Background: an optimization exercise with open tools, aiming at small area. Do not read the settings as production practice.
Only simulation tests tie the RTL to the original design; equivalence was not proved.
The flow treats the clock pin as an ideal source. Dropping or thinning the clock tree relies on that and would not hold on a real chip.

P:
==> flow/design.v <==
`timescale 1ns/1ps
`default_nettype none
module top #(
  parameter integer CLK_FREQ_HZ            = 20_000,
  parameter         BUTTONS_ACTIVE_LOW      = 1,
  parameter         TESTMODE_ACTIVE_LOW     = 0,
  parameter         LED_ENABLE_ACTIVE_LOW    = 0,
  parameter integer DEBOUNCE_TIME_MS               = 5,
  parameter integer RUN_TIME_NORMAL_S         = 30,
  parameter integer RUN_TIME_TEST_S           = 3,
  parameter integer DIV_TIMER_TOGGLE       = CLK_FREQ_HZ/2,
  parameter integer DIV_LED_TOGGLE      = CLK_FREQ_HZ/2,
  parameter integer DIV_HEARTBEAT_TOGGLE       = CLK_FREQ_HZ/4
)(
  input  wire clk,
  input  wire rst,    
  input  wire I1, I2, I3, I4, I5,
  output reg  led,
  output reg  O1, O2, O3, O4, O5
);
  reg start_s0, start_s1, stop_s0, stop_s1, rst_s0, rst_s1;
  reg test_s0_n, test_s1_n, leden_s0_n, leden_s1_n;
  always @(posedge clk) begin
    start_s0   <= ~rst & ~I1;
    stop_s0    <= ~rst & ~I2;
    rst_s0     <= ~rst & ~I3;
    test_s0_n  <= rst | ~I4;
    leden_s0_n <= rst | ~I5;
    start_s1   <= start_s0;
    stop_s1    <= stop_s0;
    rst_s1     <= rst_s0;
    test_s1_n  <= test_s0_n;
    leden_s1_n <= leden_s0_n;
  end
  wire test_lvl = ~test_s1_n, leden_lvl = ~leden_s1_n;
  reg [6:0] db_st, db_sp, db_rs;
  reg st_state, sp_state, rs_state;
  wire st_lvl = start_s1, sp_lvl = stop_s1, rs_lvl = rst_s1;
  wire st_term = (~db_st[0] & db_st[1] & ~db_st[2] & db_st[3] & db_st[5]);
  wire sp_term = (~db_sp[0] & db_sp[1] & ~db_sp[2] & db_sp[3] & db_sp[5]);
  wire rs_term = (~db_rs[0] & db_rs[1] & ~db_rs[2] & db_rs[3] & db_rs[5]);
  always @(posedge clk) begin
    db_st <= (rst | (st_lvl == st_state) | st_term) ? 7'h0 : {~db_st[5:0], db_st[6] ^ db_st[0]};
    db_sp <= (rst | (sp_lvl == sp_state) | sp_term) ? 7'h0 : {~db_sp[5:0], db_sp[6] ^ db_sp[0]};
    db_rs <= (rst | (rs_lvl == rs_state) | rs_term) ? 7'h0 : {~db_rs[5:0], db_rs[6] ^ db_rs[0]};
    st_state <= ~rst & (st_term ? st_lvl : st_state);
    sp_state <= ~rst & (sp_term ? sp_lvl : sp_state);
    rs_state <= ~rst & (rs_term ? rs_lvl : rs_state);
  end
  wire st_press = st_term & st_lvl & ~st_state;
  wire sp_press = sp_term & sp_lvl & ~sp_state;
  wire rs_press = rs_term & rs_lvl & ~rs_state;
  reg on, go, sel;
  reg timeup, past;    
  reg [19:0] tcnt;
  wire on_nxt = ~rst & go;
  wire wrap = (~tcnt[1] & tcnt[2] & tcnt[3] & ~tcnt[4] & ~tcnt[5] & ~tcnt[6] & ~tcnt[7] & ~tcnt[9] & tcnt[10] & ~tcnt[11] & ~tcnt[13] & tcnt[14] & ~tcnt[15] & ~tcnt[16] & ~tcnt[17] & tcnt[18] & ~tcnt[19]) | (test_lvl & past);
  wire tclr = ~on | wrap;    
  always @(posedge clk) begin
    on  <= on_nxt;
    go  <= ~rst & ~rs_press & ~(sp_press & on_nxt) & (on_nxt | st_press);
    sel <= on & (sel ^ timeup);    
    tcnt <= tclr ? 20'hb65da : {~tcnt[18:0], tcnt[19] ^ tcnt[16]};
    timeup <= on & wrap;
    past <= ~tclr & (past | (tcnt[0] & ~tcnt[1] & ~tcnt[4] & tcnt[6] & tcnt[7] & ~tcnt[8] & tcnt[9] & tcnt[10] & ~tcnt[13] & ~tcnt[16] & tcnt[17] & tcnt[18]));
  end
  always @* begin
    O1 = on & ~sel;
    O2 = on & sel;
    O4 = on;
  end
  reg [13:0] div_o3, div_led;
  reg [12:0] div_o5;
  wire o3_term  = (div_o3[0] & div_o3[2] & div_o3[4] & div_o3[6] & div_o3[8] & ~div_o3[9] & div_o3[10] & ~div_o3[11] & div_o3[12] & ~div_o3[13]);
  wire led_term = (div_led[0] & div_led[2] & div_led[4] & div_led[6] & div_led[8] & ~div_led[9] & div_led[10] & ~div_led[11] & div_led[12] & ~div_led[13]);
  wire o5_term  = (div_o5[0] & ~div_o5[1] & div_o5[4] & ~div_o5[5] & div_o5[6] & div_o5[7] & div_o5[8] & ~div_o5[9] & div_o5[10]);
  always @(posedge clk) begin
    div_o3  <= (~on | o3_term) ? 14'hf50 : {~div_o3[12:0], div_o3[13] ^ div_o3[12]};
    O3      <= ~rst & on & (O3 ^ o3_term);
    div_led <= (rst | ~leden_lvl | led_term) ? 14'hf50 : {~div_led[12:0], div_led[13] ^ div_led[12]};
    led     <= ~rst & leden_lvl & (led ^ led_term);
    div_o5  <= (rst | o5_term) ? 13'h1848 : {~div_o5[11:0], div_o5[12] ^ div_o5[3]};
    O5      <= ~rst & (O5 ^ o5_term);
  end
endmodule
`default_nettype wire
export LEC_CHECK = 0
export CAP_MARGIN = 20
export CORE_MARGIN = 2
export CORE_UTILIZATION = 60
export SLEW_MARGIN = 20
create_clock -name core_clock -period 10.0 [get_ports {clk}]
standard.sh (not shown) runs the stock make flow with config.mk's settings and CLKGATE_MAP_FILE= SYNTH_SCRIPT=/design/flow/synth_recipe.tcl, a recipe that flattens the netlist after the stock synthesis.
==> flow/flow/run.sh <==
#!/bin/bash
# The standard layout (standard.sh) with three changes:
#  - ABC's final mapping pass skips its delay-driven buffering and upsizing
#    (synthesis is otherwise the standard one, so the registers are the same);
#  - the port buffers are buf_1 cells;
#  - the clock tree is built by flow/pre_cts.tcl: the clock port drives 4
#    buf_12 cells, each driving one cluster of registers.
# Each tool's output is in ORFS's logs under orfs/logs; make's output is in flow_make.log.
set -euo pipefail
here=$(pwd)
extra=()
if [[ "${ABC_NOUP:-1}" == 1 ]]; then
  cp -r "$FLOW_HOME/scripts" "$here/scripts"
  python3 - "$here/scripts/abc_speed.script" <<'P'
import sys
p = sys.argv[1]
s = open(p).read()
tail = "buffer -c\ntopo\nstime -c\nupsize -c\ndnsize -c\n"
assert s.endswith(tail), "unexpected abc script"
open(p, "w").write(s[: -len(tail)] + "topo\nstime -c\n")
P
  extra+=("SCRIPTS_DIR=$here/scripts")
fi
export PRE_CTS_TCL="$here/flow/pre_cts.tcl" CTS_M_K=4 CTS_M_CELL=sky130_fd_sc_hd__buf_12 CTS_M_ROOT=
bash standard.sh "${extra[@]}" \
  "BUFFER_PORTS_ARGS=-buffer_cell sky130_fd_sc_hd__buf_1" \
  finish > flow_make.log 2>&1
Other scripts of this flow, unchanged in this note and not shown: flow/flow/manual_cts.tcl, flow/flow/pre_cts.tcl
Modified inputs, Q compared to P
-- flow/design.v --
<<< P, line 36
  reg [6:0] db_st, db_sp, db_rs;
  reg st_state, sp_state, rs_state;
  wire st_lvl = start_s1, sp_lvl = stop_s1, rs_lvl = rst_s1;
  wire st_term = (~db_st[0] & db_st[1] & ~db_st[2] & db_st[3] & db_st[5]);
>>> Q, line 36
  reg [6:0] db_st, db_sp, db_rs;
  reg st_state, sp_state, rs_state;
  reg st_state_d, sp_state_d, rs_state_d;
  wire st_lvl = start_s1, sp_lvl = stop_s1, rs_lvl = rst_s1;
  wire st_term = (~db_st[0] & db_st[1] & ~db_st[2] & db_st[3] & db_st[5]);
<<< P, line 47
    sp_state <= ~rst & (sp_term ? sp_lvl : sp_state);
    rs_state <= ~rst & (rs_term ? rs_lvl : rs_state);
  end
  wire st_press = st_term & st_lvl & ~st_state;
  wire sp_press = sp_term & sp_lvl & ~sp_state;
  wire rs_press = rs_term & rs_lvl & ~rs_state;
  reg on, go, sel;
  reg timeup, past;    
  reg [19:0] tcnt;
  wire on_nxt = ~rst & go;
  wire wrap = (~tcnt[1] & tcnt[2] & tcnt[3] & ~tcnt[4] & ~tcnt[5] & ~tcnt[6] & ~tcnt[7] & ~tcnt[9] & tcnt[10] & ~tcnt[11] & ~tcnt[13] & tcnt[14] & ~tcnt[15] & ~tcnt[16] & ~tcnt[17] & tcnt[18] & ~tcnt[19]) | (test_lvl & past);
  wire tclr = ~on | wrap;    
  always @(posedge clk) begin
    on  <= on_nxt;
    go  <= ~rst & ~rs_press & ~(sp_press & on_nxt) & (on_nxt | st_press);
    sel <= on & (sel ^ timeup);    
    tcnt <= tclr ? 20'hb65da : {~tcnt[18:0], tcnt[19] ^ tcnt[16]};
    timeup <= on & wrap;
>>> Q, line 48
    sp_state <= ~rst & (sp_term ? sp_lvl : sp_state);
    rs_state <= ~rst & (rs_term ? rs_lvl : rs_state);
    st_state_d <= st_state;
    sp_state_d <= sp_state;
    rs_state_d <= rs_state;
  end
  wire start_rise = st_state & ~st_state_d;
  wire stop_rise  = sp_state & ~sp_state_d;
  wire rst_rise   = rs_state & ~rs_state_d;
  reg m1, m2;
  reg timeup, past;    
  reg [19:0] tcnt;
  wire on = m1 | m2;
  wire kill = rst | rst_rise | (on & stop_rise);
  wire wrap = (~tcnt[1] & tcnt[2] & tcnt[3] & ~tcnt[4] & ~tcnt[5] & ~tcnt[6] & ~tcnt[7] & ~tcnt[9] & tcnt[10] & ~tcnt[11] & ~tcnt[13] & tcnt[14] & ~tcnt[15] & ~tcnt[16] & ~tcnt[17] & tcnt[18] & ~tcnt[19]) | (test_lvl & past);
  wire tclr = ~on | wrap;    
  always @(posedge clk) begin
    m1 <= ~kill & ((~on & start_rise) | (m1 & ~timeup) | (m2 & timeup));
    m2 <= ~kill & ((m2 & ~timeup) | (m1 & timeup));
    tcnt <= tclr ? 20'hb65da : {~tcnt[18:0], tcnt[19] ^ tcnt[16]};
    timeup <= on & wrap;
<<< P, line 66
  end
  always @* begin
    O1 = on & ~sel;
    O2 = on & sel;
    O4 = on;
  end
>>> Q, line 70
  end
  always @* begin
    O1 = m1;
    O2 = m2;
    O4 = on;
  end
==> comparison <==
Re antenna diode count: no difference whatsoever between Q and P. ~same total setup buffers inserted after CTS in P and Q. Q reports its cell with the largest stage delay on the worst path as sky130_fd_sc_hd__nor2_1 while P reports sky130_fd_sc_hd__buf_1. Final clock period utilization by the worst path sits higher in Q than in P. Sort P and Q by number of vias after detailed routing desc -> top: Q. Comparing P and Q, the higher synthesis-to-layout area growth is on Q. Cell area grows slightly when moving from P to Q. From P to Q the numbers moved as follows: highest clock frequency the design can meet fell 21 MHz, post-synth net total fell 1, synthesized netlist cell count fell 1, die area rose 35 sq um. Q vs P on setup slack of the most critical reg-to-reg path: Q is the lower one.
In every run of this note, the design's own scripts or RTL, not TritonCTS, make the clock network.

[re-timing with driven ports]
In the flow no input, the clock included, has a driving cell. The finished layouts below were timed again as built, in two steps.
Step 1 (the two cells are an assumption about what drives the block):
set clk [get_ports {clk}]
set_driving_cell -lib_cell sky130_fd_sc_hd__clkbuf_16 $clk
set_driving_cell -lib_cell sky130_fd_sc_hd__buf_2 [delete_from_list [all_inputs] $clk]
Step 2 also shifts input and output timing later by t, the mid clock arrival at the registers, as if the neighbouring blocks saw the same clock.
Slacks: ideal / step 1 / step 2; pairs: ideal / step 1.
| run | shift t [ns] | setup slack, ns | hold WS [ns] | worst setup path after step 2 |
|---|---|---|---|---|
| P | 0.200 | 6.851 / 6.888 / 6.700 | 0.329 / 0.329 / 0.329 | input to register |
| Q | 0.208 | 6.631 / 6.550 / 6.703 | 0.322 / 0.322 / 0.322 | input to register |
After both steps setup and hold are still met in every run listed. For P, which loses most, drivers alone change the setup slack by +0.037 ns; drivers and shift together by -0.151 ns.
